This is an optimization exercise on Yosys and OpenROAD, whose aim is small area, a short achievable clock period and few clock cycles per item, not a production implementation. RTL that was checked went through simulation tests only; none was proved equivalent to the original. Power figures rest on the tool's default switching activity, not on a simulated workload.

trial 67:
==> flow/design.v <==
module cmpsub #(parameter W=32) (input [W-1:0] a, input [W-1:0] b, output [W-1:0] d, output c);
wire [W-1:0] p = a ^ ~b;
wire [W-1:0] g0 = a & ~b;
wire G_0_0 = g0[0] | p[0];
wire ng1 = g0[1] | (p[1] & G_0_0);
wire ng2 = g0[3] | (p[3] & g0[2]);
wire np2 = p[3] & p[2];
wire ng3 = g0[5] | (p[5] & g0[4]);
wire np3 = p[5] & p[4];
wire ng4 = g0[7] | (p[7] & g0[6]);
wire np4 = p[7] & p[6];
wire ng5 = g0[9] | (p[9] & g0[8]);
wire np5 = p[9] & p[8];
wire ng6 = g0[11] | (p[11] & g0[10]);
wire np6 = p[11] & p[10];
wire ng7 = g0[13] | (p[13] & g0[12]);
wire np7 = p[13] & p[12];
wire ng8 = g0[15] | (p[15] & g0[14]);
wire np8 = p[15] & p[14];
wire ng9 = g0[17] | (p[17] & g0[16]);
wire np9 = p[17] & p[16];
wire ng10 = g0[19] | (p[19] & g0[18]);
wire np10 = p[19] & p[18];
wire ng11 = g0[21] | (p[21] & g0[20]);
wire np11 = p[21] & p[20];
wire ng12 = g0[23] | (p[23] & g0[22]);
wire np12 = p[23] & p[22];
wire ng13 = g0[25] | (p[25] & g0[24]);
wire np13 = p[25] & p[24];
wire ng14 = g0[27] | (p[27] & g0[26]);
wire np14 = p[27] & p[26];
wire ng15 = g0[29] | (p[29] & g0[28]);
wire np15 = p[29] & p[28];
wire ng16 = g0[31] | (p[31] & g0[30]);
wire np16 = p[31] & p[30];
wire ng17 = ng2 | (np2 & ng1);
wire ng18 = ng4 | (np4 & ng3);
wire np18 = np4 & np3;
wire ng19 = ng6 | (np6 & ng5);
wire np19 = np6 & np5;
wire ng20 = ng8 | (np8 & ng7);
wire np20 = np8 & np7;
wire ng21 = ng10 | (np10 & ng9);
wire np21 = np10 & np9;
wire ng22 = ng12 | (np12 & ng11);
wire np22 = np12 & np11;
wire ng23 = ng14 | (np14 & ng13);
wire np23 = np14 & np13;
wire ng24 = ng16 | (np16 & ng15);
wire np24 = np16 & np15;
wire ng25 = ng18 | (np18 & ng17);
wire ng26 = ng20 | (np20 & ng19);
wire np26 = np20 & np19;
wire ng27 = ng22 | (np22 & ng21);
wire np27 = np22 & np21;
wire ng28 = ng24 | (np24 & ng23);
wire np28 = np24 & np23;
wire ng29 = ng26 | (np26 & ng25);
wire ng30 = ng28 | (np28 & ng27);
wire np30 = np28 & np27;
wire ng31 = ng30 | (np30 & ng29);
wire ng32 = ng27 | (np27 & ng29);
wire ng33 = ng19 | (np19 & ng25);
wire ng34 = ng21 | (np21 & ng29);
wire ng35 = ng23 | (np23 & ng32);
wire ng36 = ng3 | (np3 & ng17);
wire ng37 = ng5 | (np5 & ng25);
wire ng38 = ng7 | (np7 & ng33);
wire ng39 = ng9 | (np9 & ng29);
wire ng40 = ng11 | (np11 & ng34);
wire ng41 = ng13 | (np13 & ng32);
wire ng42 = ng15 | (np15 & ng35);
wire ng43 = g0[2] | (p[2] & ng1);
wire ng44 = g0[4] | (p[4] & ng17);
wire ng45 = g0[6] | (p[6] & ng36);
wire ng46 = g0[8] | (p[8] & ng25);
wire ng47 = g0[10] | (p[10] & ng37);
wire ng48 = g0[12] | (p[12] & ng33);
wire ng49 = g0[14] | (p[14] & ng38);
wire ng50 = g0[16] | (p[16] & ng29);
wire ng51 = g0[18] | (p[18] & ng39);
wire ng52 = g0[20] | (p[20] & ng34);
wire ng53 = g0[22] | (p[22] & ng40);
wire ng54 = g0[24] | (p[24] & ng32);
wire ng55 = g0[26] | (p[26] & ng41);
wire ng56 = g0[28] | (p[28] & ng35);
wire ng57 = g0[30] | (p[30] & ng42);
assign d[0] = ~p[0];
assign d[1] = p[1] ^ G_0_0;
assign d[2] = p[2] ^ ng1;
assign d[3] = p[3] ^ ng43;
assign d[4] = p[4] ^ ng17;
assign d[5] = p[5] ^ ng44;
assign d[6] = p[6] ^ ng36;
assign d[7] = p[7] ^ ng45;
assign d[8] = p[8] ^ ng25;
assign d[9] = p[9] ^ ng46;
assign d[10] = p[10] ^ ng37;
assign d[11] = p[11] ^ ng47;
assign d[12] = p[12] ^ ng33;
assign d[13] = p[13] ^ ng48;
assign d[14] = p[14] ^ ng38;
assign d[15] = p[15] ^ ng49;
assign d[16] = p[16] ^ ng29;
assign d[17] = p[17] ^ ng50;
assign d[18] = p[18] ^ ng39;
assign d[19] = p[19] ^ ng51;
assign d[20] = p[20] ^ ng34;
assign d[21] = p[21] ^ ng52;
assign d[22] = p[22] ^ ng40;
assign d[23] = p[23] ^ ng53;
assign d[24] = p[24] ^ ng32;
assign d[25] = p[25] ^ ng54;
assign d[26] = p[26] ^ ng41;
assign d[27] = p[27] ^ ng55;
assign d[28] = p[28] ^ ng35;
assign d[29] = p[29] ^ ng56;
assign d[30] = p[30] ^ ng42;
assign d[31] = p[31] ^ ng57;
assign c = ng31;
endmodule
module vector_divider #(
    parameter RAM_SIZE = 10,
    parameter N = 5,
    parameter NBITS = 32
)(
    input clock,
    input reset,
    output [RAM_SIZE-1:0] Addr,
    output [NBITS-1:0] Wdata,
    input [NBITS-1:0] Rdata,
    input [RAM_SIZE-1:0] Ndata,
    output reg Wenable,
    input startvd,
    output reg busyvd
);
localparam RX = 4;            
localparam XW = 32 + RX;      
localparam [3:0] IDLE = 4'd0,
                 C1   = 4'd1,    
                 C2   = 4'd2,    
                 D1   = 4'd3,    
                 P1   = 4'd4,    
                 P2   = 4'd5,    
                 E    = 4'd6,    
                 W1   = 4'd7,    
                 W2   = 4'd8;    
reg [3:0] state, nstate;
reg first, wsel, ainc, alo;
reg [8:0] h;
reg [31:0] R, Q;
reg [XW-1:0] X;
reg [5:0] j;
wire [31:0] diff;
wire nb;
cmpsub #(.W(32)) u_sub (.a(R), .b(X[31:0]), .d(diff), .c(nb));
wire ge = nb & ~|X[XW-1:32];
wire ph1 = (state == D1) | (state == P1);
wire shl = ge & ~j[5];                  
wire [8:0] h1 = h + 9'd1;
wire last = (h1 == Ndata[8:0]);         
wire done2 = (j == 6'd0);
assign Addr = {ainc ? h1 : h, alo};
assign Wdata = wsel ? Q : R;
always @(*) begin
    nstate = state;
    case (state)
        IDLE: if (startvd) nstate = C1;
        C1:   nstate = C2;
        C2:   nstate = D1;
        D1:   nstate = shl ? P1 : E;
        P1:   if (!shl) nstate = P2;
        P2:   if (done2) nstate = last ? W1 : C1;
        E:    nstate = last ? W1 : C1;
        W1:   nstate = W2;
        default: nstate = IDLE;
    endcase
end
always @(posedge clock) begin
    if (reset) begin
        state <= IDLE;
        h <= 9'h1ff;
        first <= 1'b0;
        busyvd <= 1'b0;
        Wenable <= 1'b0;
        wsel <= 1'b0;
        ainc <= 1'b1;
        alo <= 1'b1;
    end else begin
        state <= nstate;
        busyvd <= (nstate != IDLE);
        wsel <= (nstate == D1) | (nstate == W2);
        Wenable <= ((nstate == C2) | (nstate == D1)) & ~first | (nstate == W1) | (nstate == W2);
        ainc <= ~((nstate == C2) | (nstate == D1) | (nstate == W1) | (nstate == W2));
        alo <= ~((nstate == C1) | (nstate == D1) | (nstate == W2));
        if (state == IDLE && startvd)
            first <= 1'b1;
        if (state == D1) begin
            h <= h1;
            first <= 1'b0;
        end
        if (state == W2)
            h <= 9'h1ff;
    end
end
always @(posedge clock) begin
    if (state == C1)
        X <= {{RX-1{1'b0}}, Rdata, 1'b0};
    else if (ph1 && shl)
        X <= {X[XW-1-RX:0], {RX{1'b0}}};
    else
        X <= {1'b0, X[XW-1:1]};
    if (state == C2)
        R <= Rdata;
    else if (state == P2 && ge)
        R <= diff;
    if (state == D1)
        Q <= 32'd0;
    else if (state == P2)
        Q <= {Q[30:0], ge};
    if (state == C1)
        j <= 6'd1;
    else if (ph1 && shl)
        j <= j + RX;
    else
        j <= j - 6'd1;
end
endmodule
Settings: LEC_CHECK=0, CAP_MARGIN=20, CORE_MARGIN=2, CORE_UTILIZATION=40, CTS_BUF_LIST=sky130_fd_sc_hd__clkbuf_8, SLEW_MARGIN=20; clock period 4.5 ns.
standard.sh (not shown) runs the stock make flow with config.mk's settings and CLKGATE_MAP_FILE= SYNTH_SCRIPT=/design/flow/synth_recipe.tcl, a recipe that flattens the netlist after the stock synthesis.
==> flow/flow/run.sh <==
#!/bin/bash
cd "$(dirname "$0")/.."
cp standard.sh standard_sh_copy.log
export BUFFER_PORTS_ARGS="-buffer_cell sky130_fd_sc_hd__buf_1"
bash standard.sh > standard_run.log 2>&1
Trial 67 completed end to end with timing, DRC and antenna clean.
Relative to trial 67, the following input files were edited for trial 42:
- setting SETUP_SLACK_MARGIN to 1.3 for the first time
Results
Trial 42 completed every stage of the flow, and the final layout passed the timing, design-rule and antenna checks.
Setup WNS trial 67 -> trial 42: better
The clock skew was comparable across trial 67 and trial 42.
Trial 67 → trial 42: arrival time at the worst endpoint now sits lower; data required time at the worst endpoint now sits higher; combinational power now sits higher; final critical path time including I/O delays and setup now sits lower.
No run of this note included a check of the RTL's function; only the layout flow was run.

vector_divider, a different RTL version from the one above (not shown whole).
For scale: about 120 flip-flops, ~89 I/O pins.
clock: 4.5 ns
lec_check: 0
cap_margin: 20
core_margin: 2
core_utilization: 80
slew_margin: 20
run.sh (not shown) runs the stock make flow with config.mk's settings and CLKGATE_MAP_FILE= SYNTH_SCRIPT=/design/flow/synth_recipe.tcl, a recipe that flattens the netlist after the stock synthesis.
Stock flow here: none of the scripts above is used.
The baseline stopped in clock tree synthesis (4_1_cts).
Rerun with:
CORE_UTILIZATION = 40   (was 80)
What happened: The changed run finished with timing, DRC and antenna clean. Synthesized cell count stays the same. Area after synthesis stays the same.
Rerun with:
CORE_UTILIZATION = 65   (was 40)
Result: Final area is lower by 0.41%; routed wire length is higher by 4.2%; via count is higher by 7.9%; die area is lower by 38%.
No run of this note included a check of the RTL's function; only the layout flow was run.

Setup of garnet:
Another version of the RTL of vector_divider (not shown whole).
Size in the first run: roughly 850 cells after synthesis, ~89 I/O pins.
Settings: LEC_CHECK=0, CAP_MARGIN=20, CORE_MARGIN=2, CORE_UTILIZATION=40, SLEW_MARGIN=20; clock period 4.5 ns.
garnet finished end to end and its layout was clean on timing, DRC and antenna.
Testbench counts of garnet, summed over its fixed seeds: cycles 7,930, items 700.
#### Input delta (sierra over garnet)
Settings: an added SETUP_SLACK_MARGIN of 1.3; an added CTS_BUF_LIST of sky130_fd_sc_hd__clkbuf_8.
==> flow/flow/run.sh (new file) <==
#!/bin/bash
cd "$(dirname "$0")/.."
cp standard.sh standard_sh_copy.log
export BUFFER_PORTS_ARGS="-buffer_cell sky130_fd_sc_hd__buf_1"
bash standard.sh > standard_run.log 2>&1
==> flow/standard.sh (new file) <==
#!/bin/bash
# synth_recipe.tcl (not shown) runs the flow's synth.tcl, then flattens the netlist and writes it again
# the make line also repeats each setting of config.mk as NAME=value (left out here)
make -C /OpenROAD-flow-scripts/flow DESIGN_CONFIG=/design/flow/config.mk WORK_HOME=/design/flow/orfs CLKGATE_MAP_FILE= SYNTH_SCRIPT=/design/flow/synth_recipe.tcl "${@:-finish}"
removed: flow/run.sh
--- outcome ---
Taking garnet as 1.0, sierra lands at 0.945 on final design instance area without fill.
Placed instance area, garnet and sierra, higher one = garnet.
Compare garnet and sierra | reported combinational group power lower: garnet
Of garnet and sierra, the lower total length of routed met3 wires belongs to sierra.
Of the two candidates, garnet has the worse maximum frequency and sierra the better one.
Routed wire in sierra totals more than in garnet.
On sierra: area of the multi-input gates is 2.8% higher than what garnet gave.
Number of clock buffer instances in the layout | sierra below garnet
On clock skew, garnet and sierra are basically level.
Summary of sierra over garnet: fraction of layout instances using a drive strength above 1 went up by 3.6 points; proportion of power drawn by combinational gates +2.8 points.
> inputs changed (sierra -> juniper)
Settings: SETUP_SLACK_MARGIN: 1.3 -> unset; CTS_BUF_LIST: sky130_fd_sc_hd__clkbuf_8 -> unset.
### Flow results
Looking at register-to-register slack, juniper sits 280 ps below sierra. Relative to sierra, first-pass GRT wire length has gone up in juniper. The clock buffer count in juniper sits 1 below the value recorded for sierra. Compared with sierra, in juniper combinational power saw a decrease, area growth from synthesis to layout shows an increase of 0.18 points, sequential area share after synthesis closely matched the old numbers.
Input changes introduced in willow (baseline for comparison: juniper):
Settings: putting CTS_BUF_LIST at sky130_fd_sc_hd__clkbuf_8 where nothing was set; putting SETUP_SLACK_MARGIN at 1.8 where nothing was set.
Notes after the runs:
willow: done, clean on timing, DRC and antenna. The via count normalized by instance count of willow falls short of that of juniper by 0.049. Post-route worst setup slack is lower on juniper. The global-route wire length before repair in willow sits 2.8% above the value recorded for juniper. From juniper to willow the numbers moved as follows: power picked up an extra about 3.6%; register-to-register path setup slack picked up an extra 300 ps. On number of standard cells in the final layout excluding fillers: willow sits above juniper.
Relative to willow, the following input files were edited for harbor:
Settings: CTS_CLUSTER_SIZE now 30, previously not set; CTS_CLUSTER_DIAMETER now 100, previously not set; CTS_BUF_LIST now sky130_fd_sc_hd__clkbuf_4 sky130_fd_sc_hd__clkbuf_8, was sky130_fd_sc_hd__clkbuf_8; SETUP_SLACK_MARGIN no longer set, was 1.8.
Worst relative slew slack, harbor and willow: smaller value in harbor
Looking at sequential portion of the cell area, harbor sits above willow.
Where shortest period the worst path allows is concerned, willow is better than harbor.
Fraction of area in multi-input gates: harbor and willow compared, higher one is harbor
Core utilization, harbor and willow: lower on harbor
Comparing harbor and willow, the higher number of vias after detailed routing was measured on willow.
On cell count, the higher figure sits with willow, not harbor.
Comparing delay contributed by the slowest stage of the critical path for harbor and willow, the bigger number came from willow.

Another version of the RTL of vector_divider (not shown whole).
==> flow/config.mk <==
export PLATFORM = sky130hd
export DESIGN_NAME = vector_divider
export DESIGN_NICKNAME = vector_divider
export VERILOG_FILES = /design/flow/design.v
export SDC_FILE = /design/flow/constraint.sdc
export NUM_CORES = 4
export LEC_CHECK = 0
export CAP_MARGIN = 20
export CORE_MARGIN = 2
export CORE_UTILIZATION = 40
export SETUP_SLACK_MARGIN = 1.15
export SLEW_MARGIN = 20
==> flow/constraint.sdc <==
create_clock -name core_clock -period 4.5 [get_ports {clock}]
set_input_delay 0.9000 -clock core_clock [delete_from_list [all_inputs] [get_ports {clock}]]
set_output_delay 0.9000 -clock core_clock [all_outputs]
set_load 0.01 [all_outputs]
standard.sh (not shown) runs the stock make flow with config.mk's settings and CLKGATE_MAP_FILE= SYNTH_SCRIPT=/design/flow/synth_recipe.tcl, a recipe that flattens the netlist after the stock synthesis.
==> flow/flow/run.sh <==
#!/bin/bash
cd "$(dirname "$0")/.."
export BUFFER_PORTS_ARGS="-buffer_cell sky130_fd_sc_hd__buf_1"
export CTS_ARGS="-sink_clustering_enable -repair_clock_nets -buf_list sky130_fd_sc_hd__clkbuf_8 -dont_use_dummy_load"
export REMOVE_ABC_BUFFERS=1
bash standard.sh > standard_run.log 2>&1
Next try:
--- a/flow/config.mk
+++ b/flow/config.mk
@@ -9,4 +9,4 @@
 export CORE_MARGIN = 2
 export CORE_UTILIZATION = 40
-export SETUP_SLACK_MARGIN = 1.15
+export SETUP_SLACK_MARGIN = 1.0
 export SLEW_MARGIN = 20
Result: Global-route usage stays flat; wire length decreases slightly; worst setup slack degrades by 43 ps; final cell count falls slightly; clock skew barely changes; clock-buffer cell count stays the same; via count goes down slightly; core utilization is lower by 0.84 points.
Function was not checked in any run of this note: the RTL went through the layout flow alone.

vector_divider, a different RTL version from the one above (not shown whole).
For scale: about 790 cells after synthesis, about 120 flip-flops, ~89 I/O pins, roughly 7000 µm² of cells after synthesis.
Settings: LEC_CHECK=0, CAP_MARGIN=0, CORE_MARGIN=2, CORE_UTILIZATION=40, SETUP_SLACK_MARGIN=1.3, SLEW_MARGIN=0; clock period 4.5 ns.
==> flow/flow/run.sh <==
#!/bin/bash
cd "$(dirname "$0")/.."
export BUFFER_PORTS_ARGS="-buffer_cell sky130_fd_sc_hd__buf_1"
export CTS_ARGS="-sink_clustering_enable -repair_clock_nets -buf_list sky130_fd_sc_hd__clkbuf_8 -dont_use_dummy_load"
bash standard.sh > standard_run.log 2>&1
The first run completed without violations.
Testbench counts at the start, summed over its fixed seeds: cycles 7,930, items 700.
Edit:
==> flow/flow/run.sh (replaced) <==
#!/bin/bash
cd "$(dirname "$0")/.."
export BUFFER_PORTS_ARGS="-buffer_cell sky130_fd_sc_hd__buf_1"
export CTS_ARGS="-sink_clustering_enable -repair_clock_nets -buf_list sky130_fd_sc_hd__clkbuf_8 -dont_use_dummy_load"
export REMOVE_ABC_BUFFERS=1
bash standard.sh > standard_run.log 2>&1
Settings changed: CAP_MARGIN 0 to 20, SETUP_SLACK_MARGIN 1.3 to 1.4, SLEW_MARGIN 0 to 20.
Result: Sequential power is about the same. Flip-flop and latch count stays the same. Design area increases by 2.0%. Synthesized cell count is unchanged. Non-clock buffer count increases by 4.
Edit:
==> flow/flow/run.sh (replaced) <==
#!/bin/bash
cd "$(dirname "$0")/.."
export BUFFER_PORTS_ARGS="-buffer_cell sky130_fd_sc_hd__buf_1"
export CTS_ARGS="-sink_clustering_enable -repair_clock_nets -buf_list sky130_fd_sc_hd__clkbuf_8 -dont_use_dummy_load"
export RECOVER_POWER=100
bash standard.sh > standard_run.log 2>&1
Settings changed: CTS_BUF_LIST set to sky130_fd_sc_hd__clkbuf_8, SETUP_SLACK_MARGIN 1.4 to 1.3.
Synthesized cell count stays the same.
Area after synthesis stays the same.
Power drops by a few percent.
Final area drops by a few percent.

afterwards: timing with drivers on the ports:
How much do the figures lean on ideal ports? The routed layouts below were timed once more, with nothing changed but the port constraints.
Step 1 sets driving cells, clkbuf_16 on the clock port and buf_2 on the other inputs (assumed; they add their load-dependent delay and slew).
Step 2 times the ports against the registers' clock, not the clock port: input delays grow and output delays shrink by t, the midpoint of the rising clock arrivals with the driver on.
Slacks: no drivers / after step 1 / after step 2; pairs: no drivers / after step 1.
run	t, ns	setup WS [ns]	hold WS [ns]	worst setup path after step 2
trial 67	0.489	0.851 / 0.851 / 0.851	0.453 / 0.453 / 0.453	register to register
trial 42	0.492	1.359 / 1.359 / 1.359	0.455 / 0.455 / 0.455	register to register
the second run of note 2	0.461	1.072 / 1.072 / 1.010	0.468 / 0.468 / 0.468	input to register
the third run of note 2	0.462	0.949 / 0.949 / 0.874	0.466 / 0.466 / 0.466	input to register
garnet	0.460	1.063 / 1.063 / 1.063	0.451 / 0.451 / 0.451	register to register
sierra	0.486	1.253 / 1.253 / 1.253	0.458 / 0.458 / 0.458	register to register
juniper	0.463	0.974 / 0.974 / 0.974	0.451 / 0.451 / 0.451	register to register
willow	0.488	1.278 / 1.278 / 1.278	0.458 / 0.458 / 0.458	register to register
harbor	0.493	0.961 / 0.961 / 0.961	0.453 / 0.453 / 0.453	register to register
the first run of note 4	0.474	1.191 / 1.191 / 1.191	0.455 / 0.455 / 0.455	register to register
the second run of note 4	0.468	1.148 / 1.148 / 1.148	0.455 / 0.455 / 0.455	register to register
the first run of note 5	0.469	1.399 / 1.399 / 1.399	0.432 / 0.432 / 0.432	register to register
the second run of note 5	0.474	1.418 / 1.418 / 1.418	0.446 / 0.446 / 0.446	register to register
the third run of note 5	0.478	1.029 / 1.029 / 1.029	0.431 / 0.431 / 0.431	register to register
After both steps every run listed still meets setup and hold. For the third run of note 2, which loses most, drivers alone change the setup slack by 0.000 ns; drivers and shift together by -0.075 ns.
